What follows belongs to an exercise in optimizing a design on an open flow for small area; a production flow would make more cautious choices.
Function was checked by simulation only, so behaviour that the tests miss may differ from the original.
No activity file was given, so power comes from the tool's default toggle rates.

===== flow/run.sh =====
#!/bin/bash
# synth_recipe.tcl (not shown) runs the flow's synth.tcl, then flattens the netlist and writes it again
# the make line also repeats each setting of config.mk as NAME=value (left out here)
make -C /OpenROAD-flow-scripts/flow DESIGN_CONFIG=/design/flow/config.mk WORK_HOME=/design/flow/orfs CLKGATE_MAP_FILE= SYNTH_SCRIPT=/design/flow/synth_recipe.tcl finish

===== flow/config.mk =====
export PLATFORM = sky130hd
export DESIGN_NAME = Processor
export DESIGN_NICKNAME = Processor
export VERILOG_FILES = /design/flow/design.v
export SDC_FILE = /design/flow/constraint.sdc
export NUM_CORES = 4
export LEC_CHECK = 0
export CAP_MARGIN = 20
export CORE_MARGIN = 2
export CORE_UTILIZATION = 40
export SLEW_MARGIN = 20

===== flow/constraint.sdc =====
create_clock -name core_clock -period 25.0 [get_ports {clk}]
set_input_delay 5.0000 -clock core_clock [delete_from_list [all_inputs] [get_ports {clk}]]
set_output_delay 5.0000 -clock core_clock [all_outputs]
set_load 0.01 [all_outputs]

===== flow/design.v =====
module ComplexALU(
    input wire [31:0] operand1,
    input wire [31:0] operand2,
    input wire [3:0] opcode,
    output reg [31:0] result
);
always @(*) begin
    case(opcode)
        4'b0000: begin 
            result[31:16] = operand1[31:16] + operand2[31:16];
            result[15:0] = operand1[15:0] + operand2[15:0];
        end
        4'b0001: begin 
            result[31:16] = operand1[31:16] - operand2[31:16];
            result[15:0] = operand1[15:0] - operand2[15:0];
        end
        4'b0010: begin  
            result[31:16] = (operand1[31:16] * operand2[31:16]) - (operand1[15:0] * operand2[15:0]);
            result[15:0] = (operand1[31:16] * operand2[15:0]) + (operand1[15:0] *operand2[31:16]);
        end
        default:  
            result = 32'h0;
    endcase
end
endmodule
module RegisterFile(
    input wire clk,
    input wire rst,
    input wire [4:0] read_addr1,
    input wire [4:0] read_addr2,
    input wire [4:0] write_addr,
    input wire write_enable,
    input wire [31:0] write_data,
    output reg [31:0] read_data1,
    output reg [31:0] read_data2
);
reg [31:0] registers [15:0];
integer i;
always @(*) begin
	read_data1 = registers[read_addr1[3:0]];
    read_data2 = registers[read_addr2[3:0]];
end
always @(posedge clk) begin
    if (rst) begin
        for (i = 0; i < 16; i = i + 1)
            registers[i] <= 32'h0;
        registers[0] <= 32'h00010002;  
        registers[1] <= 32'h00030004;  
    end
	else if (write_enable) begin
        registers[write_addr[3:0]] <= write_data;
    end
end
endmodule
module Processor(
    input wire clk,
    input wire rst,
    input wire [15:0] instruction,
    output reg [4:0] pc,
    output wire [31:0] result,
    output wire [31:0] data_1,
    output wire [31:0] data_2
);
RegisterFile reg_file_inst(
    .clk(clk),
    .rst(rst),
    .read_addr1({1'b0, instruction[11:8]}),
    .read_addr2({1'b0, instruction[7:4]}),
    .write_addr({1'b0, instruction[3:0]}),
    .write_enable(1'b1),
    .write_data(result),
    .read_data1(data_1),
    .read_data2(data_2)
);
ComplexALU alu(
    .operand1(data_1),
    .operand2(data_2),
    .opcode(instruction[15:12]),
    .result(result)
);
always @(posedge clk) begin
    if (rst)
        pc <= 5'd0;
    else
        pc <= pc + 1;
end
endmodule

==> summary.txt <==
Synthesis
  – Ys flop type: edfxtp_1
  – Mapped Nets: 4541
  – Distinct cells, synth: 72
  – FF+latch count, synth: 517
  – Avg Inst Size Synth: 11.25 µm²
  – Cell area after synthesis: 44210 µm²
  – Register area share after synthesis: 0.3500
  – Syn Inst Count: 3930
  – Synth warnings: 3
  – Synth async-reset ratio: 0
  – Post-synth EDFFs: 512

Floorplanning
  – Full die area: 113200 µm²
  – Die extent in y: 336.5 µm
  – IO Count: 119
  – Row count: 121
  – Core area: 109300 µm²
  – Die W: 336.5 µm
  – Initial core utilization: 0.4045

Worst setup path
  – Worst path max stage delay: 0.78 ns
  – Crit path required time: 20.00 ns
  – Worst setup path endpoint: result[15]
  – R2r setup slk: 15.54 ns
  – Nature of the critical path startpoint: primary input
  – Arrival time worst endpoint: 15.47 ns
  – Worst path most repeated cell: fa_1
  – Worst flop-to-flop path endpoint: reg_file_inst.registers[8][15]
  – Reg2Reg Launch Point: reg_file_inst.registers[0][16]
  – Worst setup startpoint: instruction[10]
  – R2R depth: 28
  – Crit path kind: in2out
  – Critical-path maximum fanout: 23
  – CP endpoint kind: primary output
  – Slowest-stage cell, CP: inv_1

Timing
  – Final min period: 20.47 ns
  – Setup-failing EPs final: 0
  – TNS Setup: 0 ns
  – Max-slew violations: 0
  – Clk_skew: 0.01317 ns
  – Actual slew at the worst max-slew pin: 1.104 ns
  – Final hold vios: 0
  – Tcrit/Tclk final: 0.8189
  – RSZ-0062 raised after global routing: no
  – Worst slew margin: 0.2623
  – Fmax: 48.84 MHz

Global route
  – Global-route wire length before repair: 230300 µm
  – Overall routing resource usage: 0.2822
  – Antenna violations before repair: 2
  – Vias in the first global route: 32946
  – Largest net degree at the start of global routing: 79
  – GRT Residual Overflow: 0

Route
  – Routed Antenna Nets: 0
  – Vias: 32267
  – WL final: 158500 µm
  – Drt first-iter violations: 4193
  – Post-route DRC: 0
  – Vias per cell: 5.895
  – Average wire per standard cell: 28.95 µm
  – DR pass1 iterations: 5

Clock tree
  – Worst skew pair latency: 0.58 ns
  – Sink Count: 517
  – Post CTS Setup Buffer Count: 0
  – CTS tree: built
  – Number of buffers created by CTS: 50
  – Post-cts sizing count: 0
  – Clock Path Buffers: 3
  – Root buffer cell: clkbuf_16
  – Clk pin slew, worst setup/hold paths: 0.06 ns
  – CTS Hold Bufs: 0
  – H-tree levels: 2

Layout
  – Nets: 4566
  – Most common cell after layout, fill and taps aside: nor2_1
  – P&R area growth vs syn: 10.52%
  – Most frequent cells in the layout: 913 x nor2_1, 548 x inv_1, 512 x edfxtp_1
  – Filler instances: 10230
  – Final Non-Filler Cells: 5474
  – Share of layout cells above drive strength 1: 0.1452

Power
  – Pwr Density: 149.6 nW/µm²
  – Worst ir drop on vdd: 310.9 µV
  – Leakage Power: 19.52 nW

Placed design
  – Placed cells: 5378
  – Placer congestion estimate: 0.9404
  – Port Buffers: 118
  – DP HPWL: 102200 µm

Job
  – Max Cap Violations: 0

Outcome
  – Run status: no timing/DRC/antenna violations

Min path
  – Hold crit path type: reg2reg
-- cell families after synthesis --
group                      after synthesis  share of synthesized area
AOI/OAI and AO/OA                      278                    0.05199
xor gates and xnor gates               191                    0.03914
adders and majority gates              593                     0.2313
buffers and inverters                  817                    0.07616
DFF                                    517                     0.3500
muxes                                  304                     0.1427
and+or+nand+nor                       1230                     0.1086
-- metal layers --
metal  vias to the layer above  track usage  part of all wire  wire length, µm
met1                     16472       0.3852              0.38            60060
met3                       394      0.06189              0.13            19850
met4                         0       0.1038             0.042             6685
met5                         -            0                 0                0
met2                      2195       0.4433              0.45            71880
li1                      13206            -                 -                -
-- where the power goes --
group          internal [mW]  switching (mW)
clock                  0.463           0.336
sequential              1.01          0.0234
combinational           2.22            3.26
-- metrics by stage --
stage | hold WS [ns] | total power [mW] | util | setup WS [ns] | cell area, µm²
floorplan | 0.4691 | 4.729 | - | 6.706 | 44210
global placement | 0.4458 | 6.390 | 0.4312 | 4.659 | 47130
detailed placement | 0.4573 | 6.396 | 0.4312 | 4.605 | 47130
CTS | 0.4708 | 7.265 | 0.4468 | 4.596 | 48830
global route | 0.5276 | 7.888 | 0.4469 | 4.109 | 48850
finish | 0.4691 | 7.311 | 0.4470 | 4.527 | 48860
-- how the worst min path moves through the flow --
stage                     start  endpoint  slack, ns  depth (start not counted)
final                     pc[0]     pc[0]       0.47                          1
after global routing      pc[0]     pc[0]       0.53                          1
after CTS                 pc[0]     pc[0]       0.47                          1
after detailed placement  pc[0]     pc[0]       0.46                          1
after global placement    pc[0]     pc[0]       0.45                          1
after floorplan           pc[0]     pc[0]       0.47                          1
-- critical path, delay by kind of cell --
family	cells	cell delay, ns
compound gates	3	0.89
buf+inv	9	3.11
simple gates	2	0.69
fa+ha+maj	8	3.91
xor+xnor	9	1.76
-- sequential cells by signal (all words and copies together), names as in the netlist --
signal	count
pc	5
reg_file_inst.registers	512
-- cells in the mapped netlist, drive strengths merged, types with 36 or more instances --
library cell | instances | area (µm²)
ha | 219 | 2740
a22oi | 36 | 297.8
nand2 | 234 | 880.9
edfxtp | 512 | 15370
buf | 92 | 635.6
inv | 557 | 2091
a21oi | 62 | 310.3
clkbuf | 164 | 625.6
nor2 | 918 | 3453
mux4 | 257 | 5799
xnor2 | 155 | 1388
fa | 374 | 7487
-- cell type report --
| class | instances | area (µm²) | share of cell area |
|---|---|---|---|
| clock buffers | 66 | 1385 | 0.02835 |
| flip-flops and latches | 517 | 15470 | 0.3167 |
| clock inverters | 26 | 320.3 | 0.006555 |
| diodes | 3 | 7.507 | 0.0001536 |
| well taps | 1476 | 1847 | 0.03780 |
| repair buffers | 229 | 2041 | 0.04176 |
| multi-input cells | 2596 | 25680 | 0.5256 |
| inverters | 561 | 2106 | 0.04310 |

port drivers added, routing unchanged:
The results above use ideal ports. As a check the final layout listed here was re-extracted and re-timed, cells and wires unchanged. Step 1 sets driving cells, clkbuf_16 on the clock port and buf_2 on the other inputs (assumed; they add their load-dependent delay and slew). Step 2 moves the port delays by t, midway between the first and last clock arrival at a register: inputs arrive t later, outputs are due t later. That takes back most of the time a late clock gives input paths. Three values: ideal, step 1, step 2; two values: the first two.
shift t [ns]: 0.637
slack for setup (ns): 4.527 / 4.501 / 4.501
pins driven straight from the clock port: 1
After both steps this run still meets setup and hold. For this run, drivers alone change the setup slack by -0.026 ns; drivers and shift together by -0.026 ns.
